What follows belongs to an exercise in optimizing a design on an open flow for small area and a short achievable clock period; a production flow would make more cautious choices.
Only simulation tests tie the RTL to the original design; equivalence was not proved.
The flow treats the clock pin as an ideal source, which a real chip does not have.
No activity file was given, so power comes from the tool's default toggle rates.

==> flow/flow/downsize.tcl <==
# Hook run before floorplanning (PRE_FLOORPLAN_TCL): set every combinational
# cell to the smallest-area variant of its function (the strongest one among
# equal areas). Synthesis sizes cells without knowing their real loads;
# repair_design and repair_timing upsize the ones that need it later.
set n_changed 0
set area_before 0.0
set area_after 0.0
set variants [dict create]
foreach lc [get_lib_cells sky130_fd_sc_hd__*] {
  set name [get_name $lc]
  if {![regexp {^sky130_fd_sc_hd__([a-z0-9]+)_([0-9]+)$} $name -> base size]} { continue }
  if {[regexp {^(df|edf|sdf|sed|dl|clk|conb|tap|fill|decap|probe|lpflow|diode|einv|ebuf|bufbuf|bufinv|dly|lp)} $base]} { continue }
  if {[get_property $lc dont_use]} { continue }
  dict lappend variants $base [list $size [get_property $lc area] $name]
}
foreach inst [get_cells *] {
  set m [get_property $inst ref_name]
  if {![regexp {^sky130_fd_sc_hd__([a-z0-9]+)_([0-9]+)$} $m -> base size]} { continue }
  if {![dict exists $variants $base]} { continue }
  set best ""
  set best_area 1e9
  set best_size -1
  foreach v [dict get $variants $base] {
    lassign $v vs va vn
    if {$va < $best_area - 1e-6 || ($va < $best_area + 1e-6 && $vs > $best_size)} {
      set best $vn; set best_area $va; set best_size $vs
    }
  }
  set cur_area [get_property [get_lib_cells $m] area]
  set area_before [expr {$area_before + $cur_area}]
  if {$best ne "" && $best ne $m && $best_area <= $cur_area + 1e-6} {
    replace_cell $inst $best
    incr n_changed
    set area_after [expr {$area_after + $best_area}]
  } else {
    set area_after [expr {$area_after + $cur_area}]
  }
}
puts "downsize: replaced $n_changed cells, combinational area $area_before -> $area_after"
==> flow/flow/run.sh <==
#!/bin/bash
# Layout flow: the standard synthesis unchanged, then the ORFS stages
# with stronger setup repair, a lighter clock tree (no dummy loads, larger
# sink clusters), footprint-free resizing, and combinational cells set to
# their smallest size before floorplanning (flow/downsize.tcl). Each stage's output goes to its
# own log file here; ORFS's own logs stay under orfs/logs.
set -euo pipefail
bash standard.sh synth > log_1_synth.txt 2>&1
EXTRA=(
  SETUP_SLACK_MARGIN=6
  MATCH_CELL_FOOTPRINT=0
  "PRE_FLOORPLAN_TCL=$PWD/flow/downsize.tcl"
  "BUFFER_PORTS_ARGS=-buffer_cell sky130_fd_sc_hd__buf_4"
  "CTS_ARGS=-sink_clustering_enable -repair_clock_nets -dont_use_dummy_load -sink_clustering_size 25 -sink_clustering_max_diameter 100"
)
STAGES=${FLOW_STAGES:-floorplan place cts route finish}
n=2
for s in $STAGES; do
  bash standard.sh "${EXTRA[@]}" $s > log_${n}_$s.txt 2>&1
  n=$((n+1))
done
==> flow/design.v <==
module cpu_ks32 (
    input  [31:0] g,
    input  [31:0] p,
    input         cin,
    output [31:0] s
);
wire [31:0] G [0:5];
wire [31:0] P [0:5];
assign G[0] = g;
assign P[0] = p;
genvar l, i;
generate
    for (l = 0; l < 5; l++) begin : g_l
        localparam int D = 1 << l;
        for (i = 0; i < 32; i++) begin : g_i
            if (i >= D) begin : g_node
                if (l % 2 == 0) begin : g_inv
                    cpu_aoi21 ug (.a1(P[l][i]), .a2(G[l][i-D]), .b(G[l][i]), .y(G[l+1][i]));
                    if (i >= 2*D) begin : g_p
                        cpu_nand2 up (.a(P[l][i]), .b(P[l][i-D]), .y(P[l+1][i]));
                    end else begin : g_np
                        assign P[l+1][i] = 1'b1;
                    end
                end else begin : g_true
                    cpu_oai21 ug (.a1(P[l][i]), .a2(G[l][i-D]), .b(G[l][i]), .y(G[l+1][i]));
                    if (i >= 2*D) begin : g_p
                        cpu_nor2 up (.a(P[l][i]), .b(P[l][i-D]), .y(P[l+1][i]));
                    end else begin : g_np
                        assign P[l+1][i] = 1'b0;
                    end
                end
            end else begin : g_pass
                cpu_inv ug (.a(G[l][i]), .y(G[l+1][i]));
                assign P[l+1][i] = (l % 2 == 0) ? 1'b1 : 1'b0;
            end
        end
    end
endgenerate
cpu_xor2 us0 (.a(p[0]), .b(cin), .y(s[0]));
generate
    for (i = 1; i < 32; i++) begin : g_s
        cpu_xnor2 us (.a(p[i]), .b(G[5][i-1]), .y(s[i]));
    end
endgenerate
endmodule
module cpu_aoi222 (input a0, b0, a1, b1, a2, b2, output y);
assign y = ~((a0 & b0) | (a1 & b1) | (a2 & b2));
endmodule
module cpu_aoi22 (input a0, b0, a1, b1, output y);
assign y = ~((a0 & b0) | (a1 & b1));
endmodule
module cpu_aoi21 (input a1, a2, b, output y);
assign y = ~((a1 & a2) | b);
endmodule
module cpu_oai21 (input a1, a2, b, output y);
assign y = ~((a1 | a2) & b);
endmodule
module cpu_ao21 (input a1, a2, b, output y);
assign y = (a1 & a2) | b;
endmodule
module cpu_nand2 (input a, b, output y);
assign y = ~(a & b);
endmodule
module cpu_nand3 (input a, b, c, output y);
assign y = ~(a & b & c);
endmodule
module cpu_nand3_dup (input a, b, c, output y);
assign y = ~(a & b & c);
endmodule
module cpu_nand2_dup (input a, b, output y);
assign y = ~(a & b);
endmodule
module cpu_nand4 (input a, b, c, d, output y);
assign y = ~(a & b & c & d);
endmodule
module cpu_nand4_dup (input a, b, c, d, output y);
assign y = ~(a & b & c & d);
endmodule
module cpu_nor2 (input a, b, output y);
assign y = ~(a | b);
endmodule
module cpu_nor3 (input a, b, c, output y);
assign y = ~(a | b | c);
endmodule
module cpu_nor4 (input a, b, c, d, output y);
assign y = ~(a | b | c | d);
endmodule
module cpu_and2 (input a, b, output y);
assign y = a & b;
endmodule
module cpu_inv (input a, output y);
assign y = ~a;
endmodule
module cpu_xor2 (input a, b, output y);
assign y = a ^ b;
endmodule
module cpu_xnor2 (input a, b, output y);
assign y = ~(a ^ b);
endmodule
module cpu_mux2 (input d0, d1, s, output y);
assign y = s ? d1 : d0;
endmodule
module cpu_mux4 (input d0, d1, d2, d3, s0, s1, output y);
assign y = s1 ? (s0 ? d3 : d2) : (s0 ? d1 : d0);
endmodule
module cpu_hold (input we, nwe, d, q, output y);
assign y = (we & d) | (nwe & q);
endmodule
module cpu_rd32 #(
    parameter NRV = 16
) (
    input  [31:0] sel,
    input  [31:0] d,
    input  [15:0] rv,
    output        y,
    output        y2
);
wire [15:0] n;
wire [3:0]  o;
wire [1:0]  m;
wire        nx;
genvar k;
generate
    for (k = 0; k < 16; k++) begin : g_a
        cpu_aoi22 u (.a0(sel[2*k]), .b0(d[2*k]), .a1(sel[2*k+1]), .b1(d[2*k+1]), .y(n[k]));
    end
    for (k = 0; k < 4; k++) begin : g_o
        cpu_nand4 u (.a(n[4*k]), .b(n[4*k+1]), .c(n[4*k+2]), .d(n[4*k+3]), .y(o[k]));
    end
    for (k = 0; k < 2; k++) begin : g_m
        cpu_nor2 u (.a(o[2*k]), .b(o[2*k+1]), .y(m[k]));
    end
    if (NRV == 16) begin : g_rv
        wire [3:0] r1;
        wire [1:0] r2;
        for (k = 0; k < 4; k++) begin : g_r1
            cpu_nor4 u (.a(rv[4*k]), .b(rv[4*k+1]), .c(rv[4*k+2]), .d(rv[4*k+3]), .y(r1[k]));
        end
        for (k = 0; k < 2; k++) begin : g_r2
            cpu_nand2 u (.a(r1[2*k]), .b(r1[2*k+1]), .y(r2[k]));
        end
        cpu_nor2 u_nx (.a(r2[0]), .b(r2[1]), .y(nx));
        cpu_nand3     u_y  (.a(m[0]), .b(m[1]), .c(nx), .y(y));
        cpu_nand3_dup u_y2 (.a(m[0]), .b(m[1]), .c(nx), .y(y2));
    end else begin : g_norv
        cpu_nand2     u_y  (.a(m[0]), .b(m[1]), .y(y));
        cpu_nand2_dup u_y2 (.a(m[0]), .b(m[1]), .y(y2));
    end
endgenerate
endmodule
module cpu_rd64 #(
    parameter NRV = 32
) (
    input  [63:0] sel,
    input  [63:0] d,
    input  [31:0] rv,
    input         nx,
    output        y,
    output        y2
);
wire [21:0] n;
wire [5:0]  o;
wire [1:0]  m;
genvar k;
generate
    for (k = 0; k < 21; k++) begin : g_a
        cpu_aoi222 u (.a0(sel[3*k]), .b0(d[3*k]), .a1(sel[3*k+1]), .b1(d[3*k+1]),
                      .a2(sel[3*k+2]), .b2(d[3*k+2]), .y(n[k]));
    end
    for (k = 0; k < 5; k++) begin : g_o
        cpu_nand4 u (.a(n[4*k]), .b(n[4*k+1]), .c(n[4*k+2]), .d(n[4*k+3]), .y(o[k]));
    end
    for (k = 0; k < 2; k++) begin : g_m
        cpu_nor3 u (.a(o[3*k]), .b(o[3*k+1]), .c(o[3*k+2]), .y(m[k]));
    end
    if (NRV == 32) begin : g_rv
        wire [7:0] r1;
        wire [1:0] r2;
        wire       t;
        for (k = 0; k < 8; k++) begin : g_r1
            cpu_nor4 u (.a(rv[4*k]), .b(rv[4*k+1]), .c(rv[4*k+2]), .d(rv[4*k+3]), .y(r1[k]));
        end
        for (k = 0; k < 2; k++) begin : g_r2
            cpu_nand4 u (.a(r1[4*k]), .b(r1[4*k+1]), .c(r1[4*k+2]), .d(r1[4*k+3]), .y(r2[k]));
        end
        cpu_nor2 u_t (.a(r2[0]), .b(r2[1]), .y(t));
        cpu_nand4     u_y  (.a(m[0]), .b(m[1]), .c(t), .d(nx), .y(y));
        cpu_nand4_dup u_y2 (.a(m[0]), .b(m[1]), .c(t), .d(nx), .y(y2));
    end else begin : g_norv
        cpu_nand3     u_y  (.a(m[0]), .b(m[1]), .c(nx), .y(y));
        cpu_nand3_dup u_y2 (.a(m[0]), .b(m[1]), .c(nx), .y(y2));
    end
endgenerate
cpu_nand2 u_l  (.a(sel[63]), .b(d[63]), .y(n[21]));
cpu_nand2 u_o5 (.a(n[20]), .b(n[21]), .y(o[5]));
endmodule
module CPU_Top #(
    parameter ADDR_WIDTH = 32,
    parameter DAT_WIDTH = 32
) (
    input   clk,
    input   rst_n,
    output  [ADDR_WIDTH - 1 : 0]    im_PC_o,
    output  [ADDR_WIDTH - 1 : 0]    im_next_PC_o,
    input   [ADDR_WIDTH - 1 : 0]    im_wdata_i,
    output  [4 : 0]                 rs1_o,
    output  [4 : 0]                 rs2_o,
    output  [4 : 0]                 rd_o,
    output  [ADDR_WIDTH - 1 : 0]    ALU_o,
    output  [ADDR_WIDTH - 1 : 0]    memory_data_o,
    output  [ADDR_WIDTH - 1 : 0]    store_data_o
);
genvar gi, gb;
wire [31:0] instr  = im_wdata_i;
wire [6:0]  opcode = instr[6:0];
wire [2:0]  f3     = instr[14:12];
wire [4:0]  rs1    = instr[19:15];
wire [4:0]  rs2    = instr[24:20];
wire [4:0]  rd     = instr[11:7];
assign rs1_o = rs1;
assign rs2_o = rs2;
assign rd_o  = rd;
wire op_r  = opcode == 7'b0110011;
wire op_i  = opcode == 7'b0010011;
wire op_ld = opcode == 7'b0000011;
wire op_st = opcode == 7'b0100011;
wire op_br = opcode == 7'b1100011;
wire op_j  = opcode == 7'b1101111;
wire alu_src   = op_i | op_ld | op_st;
wire reg_write = op_r | op_i | op_ld | op_j;
wire [31:0] imm_i = {{20{instr[31]}}, instr[31:20]};
logic [31:0] imm;
always_comb begin
    case (1'b1)
        op_i, op_ld: imm = imm_i;
        op_st:       imm = {{20{instr[31]}}, instr[31:25], instr[11:7]};
        op_br:       imm = {{19{instr[31]}}, instr[31], instr[7], instr[30:25], instr[11:8], 1'b0};
        op_j:        imm = {{12{instr[31]}}, instr[19:12], instr[20], instr[30:21], 1'b0};
        default:     imm = 32'b0;
    endcase
end
logic alu_add, alu_sub, alu_and, alu_or, alu_xor;
always_comb begin
    {alu_add, alu_sub, alu_and, alu_or, alu_xor} = 5'b0;
    if (op_br) begin
        alu_sub = 1'b1;
    end else if (op_r) begin
        case ({instr[30], f3})
            4'b0000: alu_add = 1'b1;
            4'b1000: alu_sub = 1'b1;
            4'b0111: alu_and = 1'b1;
            4'b0110: alu_or  = 1'b1;
            4'b0100: alu_xor = 1'b1;
            default: ;
        endcase
    end else begin
        case (f3)
            3'b000: alu_add = 1'b1;
            3'b111: alu_and = 1'b1;
            3'b110: alu_or  = 1'b1;
            3'b100: alu_xor = 1'b1;
            default: ;
        endcase
    end
end
wire alu_arith = alu_add | alu_sub;
logic [31:0] pc;
wire  [31:0] pc_plus4 = pc + 32'd4;
wire  [31:0] pc_imm   = pc + imm;
logic [31:0] rf   [0:31];
logic [31:0] rf_v;
wire  [31:0] rf_wdata;
wire [31:0] rf_sel1 = 32'b1 << rs1;
wire [31:0] rf_sel2 = 32'b1 << rs2;
wire [31:0] rf_we   = reg_write ? (32'b1 << rd) : 32'b0;
generate
    for (gi = 0; gi < 32; gi++) begin : g_rf
        wire        nwe = ~rf_we[gi];
        wire [31:0] nxt;
        for (gb = 0; gb < 32; gb++) begin : g_h
            cpu_hold u (.we(rf_we[gi]), .nwe(nwe), .d(rf_wdata[gb]), .q(rf[gi][gb]), .y(nxt[gb]));
        end
        always_ff @(posedge clk) rf[gi] <= nxt;
        always_ff @(posedge clk or negedge rst_n) begin
            if (!rst_n)         rf_v[gi] <= 1'b0;
            else if (rf_we[gi]) rf_v[gi] <= 1'b1;
        end
    end
endgenerate
wire [31:0] rf_dsel1 = rf_sel1 & rf_v;
wire [31:0] rf_dsel2 = rf_sel2 & rf_v;
wire [31:0] rf_rsel1 = rf_sel1 & ~rf_v;
wire [31:0] rf_rsel2 = rf_sel2 & ~rf_v;
wire [31:0] rdata1, rdata2, rdata2_w, rdata1_unused;
generate
    for (gb = 0; gb < 32; gb++) begin : g_rd
        wire [31:0] col;
        for (gi = 0; gi < 32; gi++) begin : g_c
            assign col[gi] = rf[gi][gb];
        end
        if (gb < 5) begin : g_lo
            wire [15:0] rv1, rv2;
            for (gi = 0; gi < 16; gi++) begin : g_r
                localparam int W = ((gi >> gb) << (gb + 1)) | (1 << gb) | (gi & ((1 << gb) - 1));
                assign rv1[gi] = rf_rsel1[W];
                assign rv2[gi] = rf_rsel2[W];
            end
            cpu_rd32 #(.NRV(16)) u1 (.sel(rf_dsel1), .d(col), .rv(rv1), .y(rdata1[gb]), .y2(rdata1_unused[gb]));
            cpu_rd32 #(.NRV(16)) u2 (.sel(rf_dsel2), .d(col), .rv(rv2), .y(rdata2[gb]), .y2(rdata2_w[gb]));
        end else begin : g_hi
            cpu_rd32 #(.NRV(0)) u1 (.sel(rf_dsel1), .d(col), .rv(16'b0), .y(rdata1[gb]), .y2(rdata1_unused[gb]));
            cpu_rd32 #(.NRV(0)) u2 (.sel(rf_dsel2), .d(col), .rv(16'b0), .y(rdata2[gb]), .y2(rdata2_w[gb]));
        end
    end
endgenerate
assign store_data_o = rdata2;
wire [31:0] in2 = alu_src ? imm : rdata2;
wire [31:0] alu_b, alu_g, alu_p, alu_sum;
generate
    for (gb = 0; gb < 32; gb++) begin : g_gp
        wire e1 = alu_src ? imm[gb] ^ alu_sub : ~alu_sub;
        wire e0 = alu_src ? imm[gb] ^ alu_sub : alu_sub;
        cpu_mux2 ub (.d0(e0), .d1(e1), .s(rdata2[gb]), .y(alu_b[gb]));
        cpu_xor2 up (.a(rdata1[gb]), .b(alu_b[gb]), .y(alu_p[gb]));
        if (gb == 0) begin : g_0
            assign alu_g[0] = (rdata1[0] & alu_b[0]) | (alu_p[0] & alu_sub);
        end else begin : g_n
            cpu_and2 ug (.a(rdata1[gb]), .b(alu_b[gb]), .y(alu_g[gb]));
        end
    end
endgenerate
cpu_ks32 u_add (.g(alu_g), .p(alu_p), .cin(alu_sub), .s(alu_sum));
wire [31:0] alu_lg = alu_and ? (rdata1 & in2) :
                     alu_or  ? (rdata1 | in2) :
                     alu_xor ? (rdata1 ^ in2) : 32'b0;
wire [31:0] alu_res;
generate
    for (gb = 0; gb < 32; gb++) begin : g_res
        cpu_ao21 u (.a1(alu_arith), .a2(alu_sum[gb]), .b(alu_lg[gb]), .y(alu_res[gb]));
    end
endgenerate
assign ALU_o = alu_res;
logic [31:0] dm   [0:63];
logic [63:0] dm_v;
wire  [63:0] dm_we = op_st ? (64'b1 << alu_res[5:0]) : 64'b0;
generate
    for (gi = 0; gi < 64; gi++) begin : g_dm
        wire        nwe = ~dm_we[gi];
        wire [31:0] nxt;
        for (gb = 0; gb < 32; gb++) begin : g_h
            cpu_hold u (.we(dm_we[gi]), .nwe(nwe), .d(rdata2_w[gb]), .q(dm[gi][gb]), .y(nxt[gb]));
        end
        always_ff @(posedge clk) dm[gi] <= nxt;
        always_ff @(posedge clk or negedge rst_n) begin
            if (!rst_n)         dm_v[gi] <= 1'b0;
            else if (dm_we[gi]) dm_v[gi] <= 1'b1;
        end
    end
endgenerate
wire [5:0] la = rdata1[5:0];
wire [5:0] lb = imm_i[5:0];
wire ld_add = f3 == 3'b000;
wire ld_or  = f3 == 3'b110;
wire ld_xor = f3 == 3'b100;
wire ld_and = f3 == 3'b111;
wire [5:0] s1 = ld_add ? ~lb : ld_or ? 6'h3f : ld_xor ? ~lb : ld_and ? lb : 6'h00;
wire [5:0] s0 = (ld_add | ld_or | ld_xor) ? lb : 6'h00;
wire [5:0] g1 = {6{ld_add}} & lb;
wire [5:0] p1 = {6{ld_add}};
wire [5:0] p0 = {6{ld_add}} & lb;
logic [3:0] lt_d [0:5][0:3];    
always_comb begin
    for (int i = 0; i < 6; i++)
        for (int k = 0; k < 4; k++)
            for (int x = 0; x < 2; x++)
                for (int y = 0; y < 2; y++) begin
                    logic sx, sy, gy, py, c;
                    sx = x ? s1[i] : s0[i];
                    if (i == 0) begin
                        c = 1'b0;
                    end else begin
                        sy = y ? s1[i-1] : s0[i-1];
                        gy = y ? g1[i-1] : 1'b0;
                        py = y ? p1[i-1] : p0[i-1];
                        c  = gy | (py & (sy ^ k[0]));
                    end
                    lt_d[i][k][{x[0], y[0]}] = ~(sx ^ k[1] ^ c);
                end
end
wire [3:0] lt [0:5];
generate
    for (gi = 0; gi < 6; gi++) begin : g_lt
        for (gb = 0; gb < 4; gb++) begin : g_k
            if (gi == 0) begin : g_0
                if (gb < 2) begin : g_u
                    cpu_mux2 u (.d0(lt_d[0][2*gb][0]), .d1(lt_d[0][2*gb][2]), .s(la[0]), .y(lt[0][2*gb]));
                end
            end else begin : g_n
                cpu_mux4 u (.d0(lt_d[gi][gb][0]), .d1(lt_d[gi][gb][1]), .d2(lt_d[gi][gb][2]),
                            .d3(lt_d[gi][gb][3]), .s0(la[gi-1]), .s1(la[gi]), .y(lt[gi][gb]));
            end
        end
    end
endgenerate
wire [63:0] vld  = dm_v & {64{op_ld}};
wire [63:0] nvld = ~dm_v & {64{op_ld}};
wire [63:0] dm_dsel, dm_rsel;
generate
    for (gi = 0; gi < 64; gi++) begin : g_sel
        wire a, bd, br;
        cpu_nand4 ua (.a(lt[0][{gi[0], 1'b0}]), .b(lt[1][{gi[1], gi[0]}]),
                      .c(lt[2][{gi[2], gi[1]}]), .d(lt[3][{gi[3], gi[2]}]), .y(a));
        cpu_nand3 ud (.a(lt[4][{gi[4], gi[3]}]), .b(lt[5][{gi[5], gi[4]}]), .c(vld[gi]), .y(bd));
        cpu_nand3 ur (.a(lt[4][{gi[4], gi[3]}]), .b(lt[5][{gi[5], gi[4]}]), .c(nvld[gi]), .y(br));
        cpu_nor2  usd (.a(a), .b(bd), .y(dm_dsel[gi]));
        cpu_nor2  usr (.a(a), .b(br), .y(dm_rsel[gi]));
    end
endgenerate
wire        wb_a = ~op_ld & ~op_j & alu_arith;
wire [31:0] wb_b = op_ld ? 32'b0 : op_j ? pc_plus4 : alu_lg;
wire [31:0] wb_data;
generate
    for (gb = 0; gb < 32; gb++) begin : g_dmrd
        wire [63:0] col;
        for (gi = 0; gi < 64; gi++) begin : g_c
            assign col[gi] = dm[gi][gb];
        end
        wire nx;
        cpu_aoi21 ux (.a1(wb_a), .a2(alu_sum[gb]), .b(wb_b[gb]), .y(nx));
        if (gb < 6) begin : g_lo
            wire [31:0] rv;
            for (gi = 0; gi < 32; gi++) begin : g_r
                localparam int W = ((gi >> gb) << (gb + 1)) | (1 << gb) | (gi & ((1 << gb) - 1));
                assign rv[gi] = dm_rsel[W];
            end
            cpu_rd64 #(.NRV(32)) u (.sel(dm_dsel), .d(col), .rv(rv), .nx(nx), .y(wb_data[gb]), .y2(rf_wdata[gb]));
        end else begin : g_hi
            cpu_rd64 #(.NRV(0)) u (.sel(dm_dsel), .d(col), .rv(32'b0), .nx(nx), .y(wb_data[gb]), .y2(rf_wdata[gb]));
        end
    end
endgenerate
assign memory_data_o = wb_data;
wire [31:0] ne0;
wire [15:0] eq1;
wire [7:0]  ne2;
wire [3:0]  eq3;
wire [1:0]  ne4;
wire        eq;
generate
    for (gb = 0; gb < 32; gb++) begin : g_ne0
        cpu_xor2 u (.a(rdata1[gb]), .b(rdata2[gb]), .y(ne0[gb]));
    end
    for (gb = 0; gb < 16; gb++) begin : g_eq1
        cpu_nor2 u (.a(ne0[2*gb]), .b(ne0[2*gb+1]), .y(eq1[gb]));
    end
    for (gb = 0; gb < 8; gb++) begin : g_ne2
        cpu_nand2 u (.a(eq1[2*gb]), .b(eq1[2*gb+1]), .y(ne2[gb]));
    end
    for (gb = 0; gb < 4; gb++) begin : g_eq3
        cpu_nor2 u (.a(ne2[2*gb]), .b(ne2[2*gb+1]), .y(eq3[gb]));
    end
    for (gb = 0; gb < 2; gb++) begin : g_ne4
        cpu_nand2 u (.a(eq3[2*gb]), .b(eq3[2*gb+1]), .y(ne4[gb]));
    end
endgenerate
cpu_nor2 u_eq (.a(ne4[0]), .b(ne4[1]), .y(eq));
wire        tk1 = op_j | (op_br & f3 == 3'b000);
wire        tk0 = op_j | (op_br & f3 == 3'b001);
wire [31:0] npc1 = tk1 ? pc_imm : pc_plus4;
wire [31:0] npc0 = tk0 ? pc_imm : pc_plus4;
wire [31:0] next_pc;
generate
    for (gb = 0; gb < 32; gb++) begin : g_npc
        cpu_mux2 u (.d0(npc0[gb]), .d1(npc1[gb]), .s(eq), .y(next_pc[gb]));
    end
endgenerate
always_ff @(posedge clk or negedge rst_n) begin
    if (!rst_n) pc <= 32'hFFFF_FFFC;
    else        pc <= next_pc;
end
assign im_PC_o      = pc;
assign im_next_PC_o = next_pc;
endmodule
==> flow/standard.sh <==
#!/bin/bash
# synth_recipe.tcl (not shown) runs the flow's synth.tcl, then flattens the netlist and writes it again
# the make line also repeats each setting of config.mk as NAME=value (left out here)
make -C /OpenROAD-flow-scripts/flow DESIGN_CONFIG=/design/flow/config.mk WORK_HOME=/design/flow/orfs CLKGATE_MAP_FILE= SYNTH_SCRIPT=/design/flow/synth_recipe.tcl "${@:-finish}"
==> flow/config.mk <==
export PLATFORM = sky130hd
export DESIGN_NAME = CPU_Top
export DESIGN_NICKNAME = CPU_Top
export VERILOG_FILES = /design/flow/design.v
export SDC_FILE = /design/flow/constraint.sdc
export NUM_CORES = 8
export LEC_CHECK = 0
export ABC_CLOCK_PERIOD_IN_PS = 3000
export CAP_MARGIN = 20
export CORE_MARGIN = 2
export CORE_UTILIZATION = 55
export PLACE_DENSITY = 0.65
export SLEW_MARGIN = 20
export SYNTH_HIERARCHICAL = 1
export SYNTH_MINIMUM_KEEP_SIZE = 0
==> flow/constraint.sdc <==
create_clock -name core_clock -period 20.0 [get_ports {clk}]
set_input_delay 4.0000 -clock core_clock [delete_from_list [all_inputs] [get_ports {clk}]]
set_output_delay 4.0000 -clock core_clock [all_outputs]
set_load 0.01 [all_outputs]
==> run notes, run 1 <==
Critical Path Max Stage Delay=0.68 ns; row count=176; share of cells above drive strength 1=0.112; Final nets=12,400; Final Hold Fails=0; Final TNS setup=0 ns; IO Count=209; Antenna Nets Post-Route=0; VDD IR max=113 µV; RSZ-0062 raised after global routing=yes; Data required, critical path=between 15 and 20 ns; Setup crit start kind=input port; Clk network pwr share=0.312; global-route wire length before repair=838,000 µm; Fill cells=roughly 19,000; Maximum Capacitance Violations=0; core area=229,000 µm²; synthesized cell area=about 130,000 µm²; Initial DRC Count=22,900; CTS HTree Levels=4; final slew viol count=0; internal power=8100 µW; CP dominant cell by count=buf_4; Via density=7.92; WS Path Type=input port to output port; f_max=0.0706 GHz; clock sinks=roughly 3,200; die span in x=484 µm; CTS tree=built; DR pass1 iterations=13; Worst slew margin=0.142; crit-path cells=buf_4 > nor2b_1 > buf_4 > and3_1 > buf_6 > a22oi_1 > nand4_1 > nor2_1 > nand3_1 > buf_6 > mux4_2 > buf_12 > nand3_1 > nor2_2 > buf_4 > a222oi_1 > nand4_1 > nor3_4 > buf_4 > nand4_1 > buf_4; syn avg cell area=10.9 µm²; die area=234,000 µm²; leakage=roughly 0.054 µW; Slowest cell on crit path=nand4_1; Syn. warnings=14; Max Root-Sink Buffers=3; initial antenna violation count=19; Cells after Synth=11,600; Final min period=~14 ns; Top delay family on crit path=simple AND/OR/NAND/NOR gates; CP Data Arrival Time=10.16 ns; wire per inst=38.9 µm; GRT Util Overall=0.484; worst-margin pin slew=1.29 ns; crit path buf inv count=8; combinational power share=0.090; RD Place Congestion=approximately 1.1; Die Height=484 µm; Port Buffer Count=208; Syn Nets=11,800; initial core utilization=0.552; status=no timing/DRC/antenna violations; Vias=121,000; Multi-input gate area=slightly above 60,000 µm²; GRT overflow=0; crit-path max FO=32; CP endpoint kind=output port; vias in the first global route=113,000; total power=10,900 µW; pwr/cell area=between 70 and 80 nW/µm²; clock latency on the worst-skew pair=~0.90 ns; drt drc=0; final setup vio count=0; clk root buf=clkbuf_16; switching power=2820 µW; Clock Pin Slew Worst Setup and Hold Paths=0.09 ns; WL final=around 600,000 µm; P&R area growth vs syn=10.7%; register area=64,700 µm²; Post-CTS Hold Buffers=0; Final period util=0.708; switch share=0.258; Max Clock Skew=0.144 ns; dpl hpwl=about 370,000 µm; largest net degree at the start of global routing=78; TritonCTS buffer count=150; sequential fraction of design power=0.599; worst hold path class=flop to flop
cells in the final DEF, fill, tap and decap left out, drive strengths merged, types with 64 or more instances in the layout:
master	count
a21oi	186
nand2b	106
xor2	90
dfrtp	98
ha	99
xnor2	64
nor4	90
and2	107
nand2	586
a22o	3080
clkbuf	151
inv	261
nand3	218
nor2	536
o21ai	174
nand4	511
a22oi	1042
nor3	85
and3	80
dfxtp	3072
buf	600
a222oi	672
mux2	68
path summary, 6_finish.rpt:
kind                                startpoint                to  slack, ns  cells past startpoint
worst max-delay path            im_wdata_i[17]  memory_data_o[5]       5.84                     21
worst min register to register      dm[40][17]        dm[40][17]       0.48                      1
min in group asynchronous                rst_n           dm_v[0]       3.26                      1
worst min-delay path                dm[40][17]        dm[40][17]       0.48                      1
worst max register to register         rf_v[1]         dm[24][8]      12.63                     21
max in group asynchronous                rst_n          dm_v[46]      15.03                      2
what timing repair did:
action | CTS | global route
setup buffers | 27 | 18
endpoints found under the setup margin | 32 | 32
resized for setup | 65 | 71
pin swaps | 16 | 21
cloned | 7 | 3
power by group through the flow:
stage	sequential [µW]	clock (µW)	combinational [µW]
floorplan	6630	0	461
CTS	6530	3380	913
detailed placement	6670	0	873
global placement	6670	0	860
global route	6530	3590	1000
finish	6540	3400	981
state kept, by name (all words and copies together), names as in the netlist:
name / count
dm_v: 64
rf_v: 32
dm: 2048
pc: 32
rf: 1024
routing by layer:
layer | up-vias | track usage | routed length (µm)
li1 | 49500 | - | -
met2 | 10400 | 0.677 | 238000
met4 | 6 | 0.396 | 60500
met5 | - | 0.00857 | 303
met3 | 2117 | 0.167 | 88000
met1 | 59200 | 0.601 | 209000
worst reg2reg max path, cell delays in order (launching register included):
cell      delay, ns
dfrtp_1        0.52
and3_1         0.21
buf_4          0.28
a22oi_1        0.23
nand4_1        0.19
nor2_1         0.57
nand3_2        0.52
mux2_2         0.44
xor2_1         0.39
nand2_1        0.15
o21ai_1        0.25
inv_2          0.07
inv_2          0.07
inv_2          0.04
xnor2_1        0.24
a21o_1         0.46
nand2b_1       0.19
nor3_1         0.92
nand2_1        0.18
buf_4          0.36
inv_2          0.70
a22o_1         0.30
per-stage QoR:
step           cell area, µm²  setup WS, ns  instances  hold slack, ns  utilization
3_5_place_dp           135000          4.86      15100           0.451        0.588
2_1_floorplan          126000          7.39      11600           0.425            -
6_report               140000          5.84      15300           0.478        0.611
3_3_place_gp           135000          4.59      15100           0.451        0.588
5_1_grt                140000          5.90      15300           0.487        0.611
4_1_cts                139000          5.92      15300           0.474        0.608
cell type report:
| class | instances | share of cell area |
|---|---|---|
| flip-flops and latches | 3200 | 0.462 |
| multi-input cells | 8053 | 0.442 |
| repair buffers | 601 | 0.0347 |
| well taps | 3026 | 0.0270 |
| clock buffers | 150 | 0.0268 |
| inverters | 261 | 0.00700 |
| diodes | 13 | 0.000232 |
==> run 2: changes to the inputs <==
--- a/flow/design.v
+++ b/flow/design.v
@@ -55,6 +55,9 @@
 module cpu_oai21 (input a1, a2, b, output y);
 assign y = ~((a1 | a2) & b);
 endmodule
+module cpu_ao21_dup (input a1, a2, b, output y);
+assign y = (a1 & a2) | b;
+endmodule
 module cpu_ao21 (input a1, a2, b, output y);
 assign y = (a1 & a2) | b;
 endmodule
@@ -154,45 +157,42 @@
     input  [63:0] sel,
     input  [63:0] d,
     input  [31:0] rv,
-    input         nx,
+    input         wx,
+    input         nwx,
     output        y,
     output        y2
 );
-wire [21:0] n;
-wire [5:0]  o;
-wire [1:0]  m;
+wire [31:0] n;
+wire [7:0]  o;
+wire [2:0]  m;
+wire        tn;
 genvar k;
 generate
-    for (k = 0; k < 21; k++) begin : g_a
-        cpu_aoi222 u (.a0(sel[3*k]), .b0(d[3*k]), .a1(sel[3*k+1]), .b1(d[3*k+1]),
-                      .a2(sel[3*k+2]), .b2(d[3*k+2]), .y(n[k]));
+    for (k = 0; k < 32; k++) begin : g_a
+        cpu_aoi22 u (.a0(sel[2*k]), .b0(d[2*k]), .a1(sel[2*k+1]), .b1(d[2*k+1]), .y(n[k]));
     end
-    for (k = 0; k < 5; k++) begin : g_o
+    for (k = 0; k < 8; k++) begin : g_o
         cpu_nand4 u (.a(n[4*k]), .b(n[4*k+1]), .c(n[4*k+2]), .d(n[4*k+3]), .y(o[k]));
     end
-    for (k = 0; k < 2; k++) begin : g_m
-        cpu_nor3 u (.a(o[3*k]), .b(o[3*k+1]), .c(o[3*k+2]), .y(m[k]));
-    end
     if (NRV == 32) begin : g_rv
         wire [7:0] r1;
         wire [1:0] r2;
-        wire       t;
         for (k = 0; k < 8; k++) begin : g_r1
             cpu_nor4 u (.a(rv[4*k]), .b(rv[4*k+1]), .c(rv[4*k+2]), .d(rv[4*k+3]), .y(r1[k]));
         end
         for (k = 0; k < 2; k++) begin : g_r2
             cpu_nand4 u (.a(r1[4*k]), .b(r1[4*k+1]), .c(r1[4*k+2]), .d(r1[4*k+3]), .y(r2[k]));
         end
-        cpu_nor2 u_t (.a(r2[0]), .b(r2[1]), .y(t));
-        cpu_nand4     u_y  (.a(m[0]), .b(m[1]), .c(t), .d(nx), .y(y));
-        cpu_nand4_dup u_y2 (.a(m[0]), .b(m[1]), .c(t), .d(nx), .y(y2));
+        cpu_nor3 u_t (.a(r2[0]), .b(r2[1]), .c(wx), .y(tn));
     end else begin : g_norv
-        cpu_nand3     u_y  (.a(m[0]), .b(m[1]), .c(nx), .y(y));
-        cpu_nand3_dup u_y2 (.a(m[0]), .b(m[1]), .c(nx), .y(y2));
+        assign tn = nwx;
     end
 endgenerate
-cpu_nand2 u_l  (.a(sel[63]), .b(d[63]), .y(n[21]));
-cpu_nand2 u_o5 (.a(n[20]), .b(n[21]), .y(o[5]));
+cpu_nor3 u_m0 (.a(o[0]), .b(o[1]), .c(o[2]), .y(m[0]));
+cpu_nor3 u_m1 (.a(o[3]), .b(o[4]), .c(o[5]), .y(m[1]));
+cpu_nor2 u_m2 (.a(o[6]), .b(o[7]), .y(m[2]));
+cpu_nand4     u_y  (.a(m[0]), .b(m[1]), .c(m[2]), .d(tn), .y(y));
+cpu_nand4_dup u_y2 (.a(m[0]), .b(m[1]), .c(m[2]), .d(tn), .y(y2));
 endmodule
 module CPU_Top #(
     parameter ADDR_WIDTH = 32,
@@ -407,13 +407,12 @@
 wire [63:0] dm_dsel, dm_rsel;
 generate
     for (gi = 0; gi < 64; gi++) begin : g_sel
-        wire a, bd, br;
+        wire a, b;
         cpu_nand4 ua (.a(lt[0][{gi[0], 1'b0}]), .b(lt[1][{gi[1], gi[0]}]),
                       .c(lt[2][{gi[2], gi[1]}]), .d(lt[3][{gi[3], gi[2]}]), .y(a));
-        cpu_nand3 ud (.a(lt[4][{gi[4], gi[3]}]), .b(lt[5][{gi[5], gi[4]}]), .c(vld[gi]), .y(bd));
-        cpu_nand3 ur (.a(lt[4][{gi[4], gi[3]}]), .b(lt[5][{gi[5], gi[4]}]), .c(nvld[gi]), .y(br));
-        cpu_nor2  usd (.a(a), .b(bd), .y(dm_dsel[gi]));
-        cpu_nor2  usr (.a(a), .b(br), .y(dm_rsel[gi]));
+        cpu_nand2 ub (.a(lt[4][{gi[4], gi[3]}]), .b(lt[5][{gi[5], gi[4]}]), .y(b));
+        cpu_nor3  usd (.a(a), .b(b), .c(~vld[gi]), .y(dm_dsel[gi]));
+        cpu_nor3  usr (.a(a), .b(b), .c(~nvld[gi]), .y(dm_rsel[gi]));
     end
 endgenerate
 wire        wb_a = ~op_ld & ~op_j & alu_arith;
@@ -425,17 +424,23 @@
         for (gi = 0; gi < 64; gi++) begin : g_c
             assign col[gi] = dm[gi][gb];
         end
-        wire nx;
-        cpu_aoi21 ux (.a1(wb_a), .a2(alu_sum[gb]), .b(wb_b[gb]), .y(nx));
+        wire wx, nwx;
+        if (gb < 6) begin : g_wx
+            cpu_ao21_dup ux (.a1(wb_a), .a2(alu_sum[gb]), .b(wb_b[gb]), .y(wx));
+            assign nwx = 1'b1;
+        end else begin : g_nwx
+            cpu_aoi21 ux (.a1(wb_a), .a2(alu_sum[gb]), .b(wb_b[gb]), .y(nwx));
+            assign wx = 1'b0;
+        end
         if (gb < 6) begin : g_lo
             wire [31:0] rv;
             for (gi = 0; gi < 32; gi++) begin : g_r
                 localparam int W = ((gi >> gb) << (gb + 1)) | (1 << gb) | (gi & ((1 << gb) - 1));
                 assign rv[gi] = dm_rsel[W];
             end
-            cpu_rd64 #(.NRV(32)) u (.sel(dm_dsel), .d(col), .rv(rv), .nx(nx), .y(wb_data[gb]), .y2(rf_wdata[gb]));
+            cpu_rd64 #(.NRV(32)) u (.sel(dm_dsel), .d(col), .rv(rv), .wx(wx), .nwx(nwx), .y(wb_data[gb]), .y2(rf_wdata[gb]));
         end else begin : g_hi
-            cpu_rd64 #(.NRV(0)) u (.sel(dm_dsel), .d(col), .rv(32'b0), .nx(nx), .y(wb_data[gb]), .y2(rf_wdata[gb]));
+            cpu_rd64 #(.NRV(0)) u (.sel(dm_dsel), .d(col), .rv(32'b0), .wx(wx), .nwx(nwx), .y(wb_data[gb]), .y2(rf_wdata[gb]));
         end
     end
 endgenerate
==> flow/flow/run.sh (replaced) <==
#!/bin/bash
# Layout flow: the standard synthesis unchanged, then the ORFS stages
# with these changes:
# - combinational cells set to their smallest size before floorplanning
#   (flow/downsize.tcl); repair_design and the sizing below grow them back
#   where timing needs it;
# - a lighter clock tree (no dummy loads, larger sink clusters);
# - ORFS's setup repair left at its default margin, and instead a greedy
#   sizing of the worst paths (flow/gsize.tcl) after CTS and after global
#   routing (flow/post_cts.tcl, flow/post_grt.tcl).
# Each stage's output goes to its own log file here; ORFS's own logs stay
# under orfs/logs.
set -euo pipefail
export FLOW_FLOW_DIR=$PWD/flow

bash standard.sh synth > log_1_synth.txt 2>&1
EXTRA=(
  MATCH_CELL_FOOTPRINT=0
  "PRE_FLOORPLAN_TCL=$PWD/flow/downsize.tcl"
  "POST_CTS_TCL=$PWD/flow/post_cts.tcl"
  "POST_GLOBAL_ROUTE_TCL=$PWD/flow/post_grt.tcl"
  "BUFFER_PORTS_ARGS=-buffer_cell sky130_fd_sc_hd__buf_4"
  "CTS_ARGS=-sink_clustering_enable -repair_clock_nets -dont_use_dummy_load -sink_clustering_size 25 -sink_clustering_max_diameter 100"
)
STAGES=${FLOW_STAGES:-floorplan place cts route finish}
n=2
for s in $STAGES; do
  bash standard.sh "${EXTRA[@]}" $s > log_${n}_$s.txt 2>&1
  n=$((n+1))
done
==> flow/flow/gsize.tcl (new file) <==
# Greedy path sizing. Rounds over the endpoints whose slack is within a
# window of the worst one, worst first: for each, resize the one cell on its
# worst path that most improves that endpoint's slack without lowering the
# design's worst slack. Only changes a cell's size within its function.
# replace_cell drops the estimated parasitics of the nets on the cell's pins,
# so they are estimated again after every change.

if {![info exists ::gs_est_mode]} { set ::gs_est_mode -placement }

proc gs_variants {} {
  set vars [dict create]
  foreach lc [get_lib_cells sky130_fd_sc_hd__*] {
    set name [get_name $lc]
    if {![regexp {^sky130_fd_sc_hd__([a-z0-9]+)_([0-9]+)$} $name -> base size]} { continue }
    if {[regexp {^(df|edf|sdf|sed|dl|clk|conb|tap|fill|decap|probe|lpflow|diode|dly)} $base]} { continue }
    if {[get_property $lc dont_use]} { continue }
    dict lappend vars $base [list $size [get_property $lc area] $name]
  }
  return $vars
}

proc gs_est {n} {
  if {[catch {est::estimate_parasitic_net $n} err]} {
    estimate_parasitics $::gs_est_mode
  }
}

proc gs_replace {inst cell} {
  replace_cell $inst $cell
  foreach p [get_pins -of_objects $inst] {
    set n [get_nets -quiet -of_objects $p]
    if {$n ne {}} { gs_est $n }
  }
}

proc gs_area {} {
  set a 0
  foreach i [[ord::get_db_block] getInsts] {
    set m [$i getMaster]
    if {[$m getType] == "CORE"} { set a [expr {$a + [$m getWidth] * [$m getHeight] / 1e6}] }
  }
  return $a
}

proc gs_ep_slack {ep} {
  return [get_property [lindex [find_timing_paths -to $ep -path_delay max] 0] slack]
}

# Try to improve the worst path to endpoint ep by one resize; returns the gain.
proc gs_improve {vars ep} {
  set wns [sta::worst_slack -max]
  set path [lindex [find_timing_paths -to $ep -path_delay max] 0]
  set ep_slack [get_property $path slack]
  set insts {}
  foreach pt [get_property $path points] {
    set pin [get_property $pt pin]
    if {[get_property $pin direction] ne "output"} { continue }
    set inst [get_cells -quiet -of_objects $pin]
    if {$inst ne ""} { lappend insts [get_full_name $inst] }
  }
  set best_inst ""; set best_cell ""; set best_gain 0.0
  foreach iname $insts {
    set inst [get_cells $iname]
    set m [get_property $inst ref_name]
    if {![regexp {^sky130_fd_sc_hd__([a-z0-9]+)_([0-9]+)$} $m -> base size]} { continue }
    if {![dict exists $vars $base]} { continue }
    set cur_area [get_property [get_lib_cells $m] area]
    foreach v [dict get $vars $base] {
      lassign $v vs va vn
      if {$vn eq $m} { continue }
      if {$va <= $cur_area + 1e-6 && $vs <= $size} { continue }
      gs_replace $inst $vn
      set gain [expr {[gs_ep_slack $ep] - $ep_slack}]
      set w [sta::worst_slack -max]
      if {$w >= $wns - 1e-4 && $gain > $best_gain + 1e-3} {
        set best_gain $gain; set best_inst $iname; set best_cell $vn
      }
      gs_replace $inst $m
    }
  }
  if {$best_inst ne ""} { gs_replace [get_cells $best_inst] $best_cell }
  return $best_gain
}

proc gs_run {max_rounds max_area_frac window budget {npaths 400}} {
  set t0 [clock seconds]
  set vars [gs_variants]
  set a0 [gs_area]
  set moves 0
  for {set r 0} {$r < $max_rounds} {incr r} {
    set wns [sta::worst_slack -max]
    set eps {}
    foreach p [find_timing_paths -path_delay max -group_path_count $npaths -endpoint_path_count 1 -sort_by_slack] {
      set s [get_property $p slack]
      if {$s <= $wns + $window + 1e-6} { lappend eps [list $s [get_property $p endpoint]] }
    }
    set eps [lsort -real -index 0 $eps]
    set moved 0
    foreach e $eps {
      set ep [lindex $e 1]
      # several moves on the same endpoint while they keep helping
      for {set k 0} {$k < 8} {incr k} {
        set g [gs_improve $vars $ep]
        if {$g <= 0.0} { break }
        incr moved; incr moves
      }
      if {[clock seconds] - $t0 > $budget} { break }
      if {[gs_area] > $a0 * (1.0 + $max_area_frac)} { break }
    }
    puts "gsize: round $r: [llength $eps] endpoints, $moved moves, wns [format %.3f [sta::worst_slack -max]] area [format %.0f [gs_area]] time [expr {[clock seconds] - $t0}]"
    if {$moved == 0} { break }
    if {[clock seconds] - $t0 > $budget} { puts "gsize: time budget used"; break }
    if {[gs_area] > $a0 * (1.0 + $max_area_frac)} { puts "gsize: area limit"; break }
  }
  puts "gsize: done, $moves moves, wns [sta::worst_slack -max] area [gs_area]"
}
==> flow/flow/post_cts.tcl (new file) <==
# Hook after CTS (POST_CTS_TCL): greedy sizing of the worst setup paths
# (flow/gsize.tcl) on placement parasitics, then re-legalize.
source $::env(FLOW_FLOW_DIR)/gsize.tcl
set ::gs_est_mode -placement
set_propagated_clock [all_clocks]
estimate_parasitics -placement
puts "post_cts: worst slack before sizing [sta::worst_slack -max]"
gs_run 300 0.10 0.0 1200
detailed_placement
check_placement -verbose
estimate_parasitics -placement
puts "post_cts: worst slack after sizing [sta::worst_slack -max]"
==> flow/flow/post_grt.tcl (new file) <==
# Hook after global routing (POST_GLOBAL_ROUTE_TCL): greedy sizing of the
# paths near the worst one (flow/gsize.tcl) on global-route parasitics, then
# re-legalize and re-route the changed nets; twice, so the second pass sees
# the effect of the first one's legalization.
source $::env(FLOW_FLOW_DIR)/gsize.tcl
set ::gs_est_mode -global_routing
set_propagated_clock [all_clocks]
for {set pass 0} {$pass < 2} {incr pass} {
  global_route -start_incremental
  estimate_parasitics -global_routing
  puts "post_grt: pass $pass worst slack before sizing [sta::worst_slack -max]"
  gs_run 100 0.05 0.15 600
  detailed_placement
  global_route -end_incremental -congestion_report_file $::env(REPORTS_DIR)/congestion_post_gsize.rpt
  check_placement -verbose
  estimate_parasitics -global_routing
  puts "post_grt: pass $pass worst slack after sizing [sta::worst_slack -max]"
}
write_guides $::env(RESULTS_DIR)/route.guide
--- a/flow/config.mk
+++ b/flow/config.mk
@@ -8,8 +8,8 @@
 export ABC_CLOCK_PERIOD_IN_PS = 3000
 export CAP_MARGIN = 20
 export CORE_MARGIN = 2
-export CORE_UTILIZATION = 55
-export PLACE_DENSITY = 0.65
+export CORE_UTILIZATION = 65
+export PLACE_DENSITY = 0.72
 export SLEW_MARGIN = 20
 export SYNTH_HIERARCHICAL = 1
 export SYNTH_MINIMUM_KEEP_SIZE = 0
==> run 2 against run 1 <==
Net effect:
- now fails the layout checks on capacitance limit, slew limit
- clock power down 1%
- global-route usage up 6.8 points
- via count up 4.2%
- cell area up 5.2%
- critical endpoint is now memory_data_o[22]
- largest power group unchanged
- highest routed layer unchanged
==> run notes, run 2 <==
IO Count=209; Cells after Synth=12,000; Die Height=448 µm; RD Place Congestion=between 1 and 1.5; largest net degree at the start of global routing=77; CP Data Arrival Time=just over 9 ns; leakage=approximately 0.056 µW; CTS tree=built; Failed Checks=capacitance limit, slew limit; Biggest register=dm; worst-margin pin slew=1.50 ns; share of cells above drive strength 1=0.153; core area=195,000 µm²; WL final=583,000 µm; dpl hpwl=approximately 350,000 µm; VDD IR max=around 100 µV; final slew viol count=1; GRT overflow=0; Multi-input gate area=68,000 µm²; crit-path cells=buf_12 > nor2b_4 > buf_12 > and3_1 > buf_12 > a22oi_1 > nand4_1 > nor2_1 > nand2_1 > xor2_1 > nand2_1 > nor2_1 > nand2_1 > nor2_1 > a21oi_2 > xnor2_2 > a21oi_4 > nand4_4 > buf_8; clock latency on the worst-skew pair=0.89 ns; f_max=0.0750 GHz; Clock Pin Slew Worst Setup and Hold Paths=0.09 ns; Top delay family on crit path=simple AND/OR/NAND/NOR gates; WS Path Type=input port to output port; Fill cells=13,200; most common cell after layout, fill and taps aside=a22o_1; Data required, critical path=16.00 ns; synthesized cell area=between 100,000 and 150,000 µm²; pwr/cell area=around 73 nW/µm²; worst hold path class=flop to flop; Antenna Nets Post-Route=0; global-route wire length before repair=approximately 820,000 µm; Slowest cell on crit path=nor2_1; Final TNS setup=0 ns; design area=between 100,000 and 150,000 µm²; Syn. warnings=14; Maximum Capacitance Violations=1; register area=approximately 65,000 µm²; Syn Nets=12,200; crit-path max FO=32; Critical Path Max Stage Delay=between 1 and 1.5 ns; syn avg cell area=between 10 and 15 µm²; DR pass1 iterations=12; final setup vio count=0; Setup crit start kind=input port; Final Util=0.755; initial core utilization=0.655; die area=200,000 µm²; status=complete, but fails checks; Regs by FF count=dm (2048), rf (1024), dm_v (64); wire per inst=approximately 38 µm; vias in the first global route=around 120k; clock sinks=3,200; drt drc=0; Final nets=~13,000; Final min period=13.34 ns; Initial DRC Count=24,400; Vias=~130k; Placed Area=136,000 µm²; initial antenna violation count=33; row count=162; Final period util=0.667; crit path buf inv count=4; max reg flops=2,048; die span in x=448 µm; Final Hold Fails=0; Worst slew margin=-0.00364; Port Buffer Count=between 200 and 250; Via density=~8.3; CP endpoint kind=output port; Max Clock Skew=approximately 0.09 ns; commonest non-fill, non-tap cells in the layout=a22o_1, dfxtp_1, a22oi_1; GRT Util Overall=0.552; P&R area growth vs syn=15.2%; worst hold slack=0.476 ns
[run 2: metrics by stage]
stage / worst slack (ns) / power (µW) / instances
2_1_floorplan: 6.74 / 7010 / 12000
3_3_place_gp: 4.73 / 7370 / 15100
3_5_place_dp: 5.34 / 7390 / 15100
6_report: 6.66 / 10800 / 15200
[run 2: worst paths after layout]
kind | from | to | slack [ns] | depth (start not counted)
worst max-delay path | im_wdata_i[17] | memory_data_o[22] | 6.66 | 19
worst min-delay path | dm[41][12] | dm[41][12] | 0.48 | 1
worst max register to register | rf_v[22] | dm[6][26] | 12.76 | 23
worst min register to register | dm[41][12] | dm[41][12] | 0.48 | 1
max in group asynchronous | rst_n | dm_v[40] | 15.29 | 2
min in group asynchronous | rst_n | pc[0] | 3.29 | 1
[run 2: worst reg2reg max path: cells and delay by family (launching register included)]
kind | cells | cell delay, ns
DFF | 1 | 0.50
and+or+nand+nor | 7 | 2.36
xor gates and xnor gates | 2 | 0.37
buffers and inverters | 8 | 1.82
muxes | 1 | 0.37
AOI/OAI and AO/OA | 5 | 1.78
[run 2: final cells by class]
cell class                 instances  area share
multi-input combinational       8458       0.462
antenna                            9    0.000153
sequential                      3200       0.439
timing repair buffer             561      0.0450
inverter                         226     0.00586
clock buffer                     149      0.0253
tap                             2624      0.0223
[run 2: per-layer routing]
metal	vias to the layer above	global-route usage	wire length (µm)
met1	60500	0.642	188000
met4	32	0.508	68500
met2	12000	0.757	230000
met3	3560	0.239	96000
met5	-	0.0264	574
li1	50300	-	-
[run 2: where the power goes]
| part | switching, µW | internal [µW] |
|---|---|---|
| sequential | 73.2 | 6420 |
| combinational | 622 | 305 |
| clock | 2020 | 1340 |
==> run 3: changes to the inputs <==
--- a/flow/flow/run.sh
+++ b/flow/flow/run.sh
@@ -12,7 +12,7 @@
 # under orfs/logs.
 set -euo pipefail
 export FLOW_FLOW_DIR=$PWD/flow
-
+export FLOW_GS_ITER=${FLOW_GS_ITER:-800}
 bash standard.sh synth > log_1_synth.txt 2>&1
 EXTRA=(
   MATCH_CELL_FOOTPRINT=0
==> flow/flow/post_cts.tcl (replaced) <==
# Hook after CTS (POST_CTS_TCL): greedy sizing of the worst setup paths
# (flow/gsize.tcl) on placement parasitics, repair of the slew and
# capacitance limits the larger cells may have broken, then re-legalize.
source $::env(FLOW_FLOW_DIR)/gsize.tcl
set ::gs_est_mode -placement
set_propagated_clock [all_clocks]
estimate_parasitics -placement
puts "post_cts: worst slack before sizing [sta::worst_slack -max]"
gs_run 300 0.10 0.0 1200
repair_design_helper
detailed_placement
check_placement -verbose
estimate_parasitics -placement
puts "post_cts: worst slack after sizing [sta::worst_slack -max]"
==> flow/flow/post_grt.tcl (replaced) <==
# Hook after global routing (POST_GLOBAL_ROUTE_TCL): greedy sizing of the
# worst setup paths (flow/gsize.tcl) on global-route parasitics, repair of
# the slew and capacitance limits, then re-legalize and re-route the
# changed nets.
source $::env(FLOW_FLOW_DIR)/gsize.tcl
set ::gs_est_mode -global_routing
set_propagated_clock [all_clocks]
global_route -start_incremental
estimate_parasitics -global_routing
puts "post_grt: worst slack before sizing [sta::worst_slack -max]"
gs_run 100 0.05 0.0 400
repair_design_helper
detailed_placement
global_route -end_incremental -congestion_report_file $::env(REPORTS_DIR)/congestion_post_gsize.rpt
check_placement -verbose
estimate_parasitics -global_routing
puts "post_grt: worst slack after sizing [sta::worst_slack -max]"
report_check_types -max_slew -max_capacitance -violators
write_guides $::env(RESULTS_DIR)/route.guide
==> run 3 against run 2 <==
Net effect:
- the flow now stops in clock tree synthesis
- synthesized cell count unchanged
- synthesized area unchanged
==> run notes, run 3 <==
Die Height=448 µm; RD Place Congestion=roughly 1.1; status=did not finish; Syn Nets=12,200; Port Buffer Count=208; Fail Step=clock tree synthesis; Run Error=[ERROR EST-0104] inconsistent parasitics state; synthesized cell area=128,000 µm²; die span in x=448 µm; Place WS=5.34 ns; syn avg cell area=10.6 µm²; Syn. warnings=14; Cells after Synth=12,000; dpl hpwl=~350,000 µm; IO Count=about 210; initial core utilization=0.655; row count=~160
run 3: worst min-delay path by stage:
stage	slack (ns)	start	endpoint	depth (start not counted)
detailed placement	0.45	dm[54][25]	dm[54][25]	1
floorplan	0.43	dm_v[0]	dm_v[0]	1
global placement	0.45	dm[42][0]	dm[42][0]	1
run 3: stage by stage:
stage	std cells	total power, µW	area, µm²	util	hold WS [ns]
detailed placement	15100	7390	136000	0.695	0.453
global placement	15100	7370	135000	0.694	0.452
floorplan	12000	7010	128000	-	0.435
run 3: power groups by stage:
stage | combinational [µW] | sequential [µW] | clock, µW
after floorplan | 397 | 6610 | 0
after detailed placement | 753 | 6630 | 0
after global placement | 738 | 6630 | 0
==> run 4: changes to the inputs <==
--- a/flow/flow/post_cts.tcl
+++ b/flow/flow/post_cts.tcl
@@ -7,6 +7,7 @@
 estimate_parasitics -placement
 puts "post_cts: worst slack before sizing [sta::worst_slack -max]"
 gs_run 300 0.10 0.0 1200
+estimate_parasitics $::gs_est_mode
 repair_design_helper
 detailed_placement
 check_placement -verbose
--- a/flow/flow/post_grt.tcl
+++ b/flow/flow/post_grt.tcl
@@ -9,6 +9,7 @@
 estimate_parasitics -global_routing
 puts "post_grt: worst slack before sizing [sta::worst_slack -max]"
 gs_run 100 0.05 0.0 400
+estimate_parasitics $::gs_est_mode
 repair_design_helper
 detailed_placement
 global_route -end_incremental -congestion_report_file $::env(REPORTS_DIR)/congestion_post_gsize.rpt
==> run 4 against run 3 <==
Net effect:
- the flow stops in global routing
- synthesized cell count did not move
- synthesized area unchanged
==> run notes, run 4 <==
initial core utilization=0.655; Fail Step=global routing; initial antenna violation count=33; Syn Nets=12,200; synthesized cell area=128,000 µm²; syn avg cell area=10.6 µm²; Run Error=[ERROR EST-0104] inconsistent parasitics state; Placed Area=~140,000 µm²; Place WS=about 5.3 ns; dpl hpwl=around 350,000 µm; row count=around 160; die span in x=448 µm; Port Buffer Count=208; cell count after placement=15,100; largest net degree at the start of global routing=77; Syn. warnings=14; RD Place Congestion=1.08; IO Count=209; Die Height=approximately 450 µm; Cells after Synth=12,000; status=did not finish
[run 4: power groups by stage]
stage                     combinational [µW]  sequential (µW)  clock (µW)
after global placement                   738             6630           0
after detailed placement                 753             6630           0
after floorplan                          397             6610           0
[run 4: how the worst min path moves through the flow]
stage / startpoint / endpoint / slack (ns) / cells after the start
floorplan: dm_v[0] / dm_v[0] / 0.43 / 1
global placement: dm[42][0] / dm[42][0] / 0.45 / 1
detailed placement: dm[54][25] / dm[54][25] / 0.45 / 1
[run 4: per-stage QoR]
stage	util	total power, µW
after detailed placement	0.695	7390
after global placement	0.694	7370
after floorplan	-	7010
==> run 5: changes to the inputs <==
==> flow/flow/post_grt.tcl (replaced) <==
# Hook after global routing (POST_GLOBAL_ROUTE_TCL): greedy sizing of the
# worst setup paths (flow/gsize.tcl) on global-route parasitics, then
# re-legalize and re-route the changed nets, repair the slew and capacitance
# limits the larger cells may have broken, and re-legalize and re-route
# once more.
source $::env(FLOW_FLOW_DIR)/gsize.tcl
set ::gs_est_mode -global_routing
set_propagated_clock [all_clocks]
global_route -start_incremental
estimate_parasitics -global_routing
puts "post_grt: worst slack before sizing [sta::worst_slack -max]"
gs_run 100 0.05 0.0 400
detailed_placement
global_route -end_incremental -congestion_report_file $::env(REPORTS_DIR)/congestion_post_gsize.rpt
estimate_parasitics -global_routing
puts "post_grt: worst slack after sizing [sta::worst_slack -max]"
global_route -start_incremental
repair_design_helper
detailed_placement
global_route -end_incremental -congestion_report_file $::env(REPORTS_DIR)/congestion_post_gsize_rd.rpt
check_placement -verbose
estimate_parasitics -global_routing
puts "post_grt: worst slack after repair_design [sta::worst_slack -max]"
report_check_types -max_slew -max_capacitance -violators
write_guides $::env(RESULTS_DIR)/route.guide
==> run 5 against run 4 <==
Net effect:
- the run again fails in global routing
- synthesized area stayed put
- synthesized cell count stayed put
==> run notes, run 5 <==
status=did not finish; Fail Step=global routing; Run Error=[ERROR EST-0104] inconsistent parasitics state; initial antenna violation count=33; synthesized cell area=~130,000 µm²; largest net degree at the start of global routing=between 70 and 80; syn avg cell area=10.6 µm²; RD Place Congestion=between 1 and 1.5; die span in x=448 µm; Syn Nets=12,200; initial core utilization=0.655; IO Count=209; Cells after Synth=12,000; Syn. warnings=14; row count=between 150 and 200; dpl hpwl=between 300,000 and 400,000 µm; Port Buffer Count=around 210; Die Height=448 µm
## run 5: power by group through the flow
stage / Combinational, µW / Clock, µW / Sequential (µW)
2_1_floorplan: 397 / 0 / 6610
3_3_place_gp: 738 / 0 / 6630
3_5_place_dp: 753 / 0 / 6630
## run 5: per-stage QoR
step	instance area (µm²)	setup slack [ns]	cells	hold WS [ns]
floorplan	128000	6.74	12000	0.435
global placement	135000	4.73	15100	0.452
detailed placement	136000	5.34	15100	0.453
## run 5: worst max-delay path by stage
stage | from | end | slack (ns) | cells past startpoint
3_5_place_dp | im_wdata_i[16] | memory_data_o[2] | 5.34 | 18
3_3_place_gp | im_wdata_i[16] | memory_data_o[18] | 4.73 | 17
2_1_floorplan | im_wdata_i[18] | memory_data_o[0] | 6.74 | 14
==> run 6: changes to the inputs <==
--- a/flow/design.v
+++ b/flow/design.v
@@ -88,6 +88,12 @@
 module cpu_nor4 (input a, b, c, d, output y);
 assign y = ~(a | b | c | d);
 endmodule
+module cpu_nor3_dup (input a, b, c, output y);
+assign y = ~(a | b | c);
+endmodule
+module cpu_nor2_dup (input a, b, output y);
+assign y = ~(a | b);
+endmodule
 module cpu_and2 (input a, b, output y);
 assign y = a & b;
 endmodule
@@ -191,8 +197,12 @@
 cpu_nor3 u_m0 (.a(o[0]), .b(o[1]), .c(o[2]), .y(m[0]));
 cpu_nor3 u_m1 (.a(o[3]), .b(o[4]), .c(o[5]), .y(m[1]));
 cpu_nor2 u_m2 (.a(o[6]), .b(o[7]), .y(m[2]));
-cpu_nand4     u_y  (.a(m[0]), .b(m[1]), .c(m[2]), .d(tn), .y(y));
-cpu_nand4_dup u_y2 (.a(m[0]), .b(m[1]), .c(m[2]), .d(tn), .y(y2));
+cpu_nand4 u_y (.a(m[0]), .b(m[1]), .c(m[2]), .d(tn), .y(y));
+wire [2:0] m2;
+cpu_nor3_dup  u_n0 (.a(o[0]), .b(o[1]), .c(o[2]), .y(m2[0]));
+cpu_nor3_dup  u_n1 (.a(o[3]), .b(o[4]), .c(o[5]), .y(m2[1]));
+cpu_nor2_dup  u_n2 (.a(o[6]), .b(o[7]), .y(m2[2]));
+cpu_nand4_dup u_y2 (.a(m2[0]), .b(m2[1]), .c(m2[2]), .d(tn), .y(y2));
 endmodule
 module CPU_Top #(
     parameter ADDR_WIDTH = 32,
==> run 6 against run 5 <==
Net effect:
- the run again fails in global routing
- synthesized cell count increased by 0.80%
- synthesized area increased by 0.34%
==> run notes, run 6 <==
status=did not finish; Fail Step=global routing; Run Error=[ERROR EST-0104] inconsistent parasitics state; Placed Area=136,000 µm²; die span in x=448 µm; cell count after placement=15,200; Syn. warnings=14; dpl hpwl=358,000 µm; IO Count=about 210; row count=163; RD Place Congestion=1.07; Port Buffer Count=208; synthesized cell area=~130,000 µm²; Cells after Synth=roughly 12,000; Syn Nets=between 10,000 and 15,000; largest net degree at the start of global routing=70; initial core utilization=0.652; Die Height=448 µm; syn avg cell area=10.6 µm²; initial antenna violation count=13
run 6: stage by stage:
step                      hold WS (ns)  worst slack (ns)
after floorplan                  0.435              6.72
after global placement           0.452              5.16
after detailed placement         0.453              5.21
run 6: how the worst min path moves through the flow:
stage	start	endpoint	slack, ns	cells past startpoint
3_5_place_dp	dm[10][31]	dm[10][31]	0.45	1
2_1_floorplan	dm_v[0]	dm_v[0]	0.43	1
3_3_place_gp	dm[34][14]	dm[34][14]	0.45	1
run 6: power by group through the flow:
| stage | clock (µW) | combinational, µW | sequential (µW) |
|---|---|---|---|
| 3_3_place_gp | 0 | 736 | 6630 |
| 2_1_floorplan | 0 | 397 | 6610 |
| 3_5_place_dp | 0 | 752 | 6630 |

==> afterwards: timing with drivers on the ports <==
The results above use ideal ports. As a check the final layouts listed here were re-extracted and re-timed, cells and wires unchanged.
Step 1 sets driving cells, clkbuf_16 on the clock port and buf_2 on the other inputs (assumed; they add their load-dependent delay and slew).
Step 2, shift: input delay + t, output delay - t, t = (earliest + latest rising clock arrival at the registers) / 2. This alone moves slack from input paths to output paths.
Slacks: ideal ports / drivers / drivers and shift; pairs: ideal ports / drivers.
| run | shift t [ns] | setup slack, ns | hold slack, ns | clock arrival spread, ns | worst slew at a driven data input, ns |
|---|---|---|---|---|---|
| run 1 | 0.934 | 5.838 / 5.810 / 5.810 | 0.478 / 0.478 / 0.478 | 0.148 / 0.148 | 0.26 |
| run 2 | 0.960 | 6.664 / 6.613 / 6.613 | 0.476 / 0.476 / 0.476 | 0.101 / 0.102 | 0.17 |
The setup slack of run 2, which loses most, moves by -0.051 ns with the drivers and by -0.051 ns with both steps.
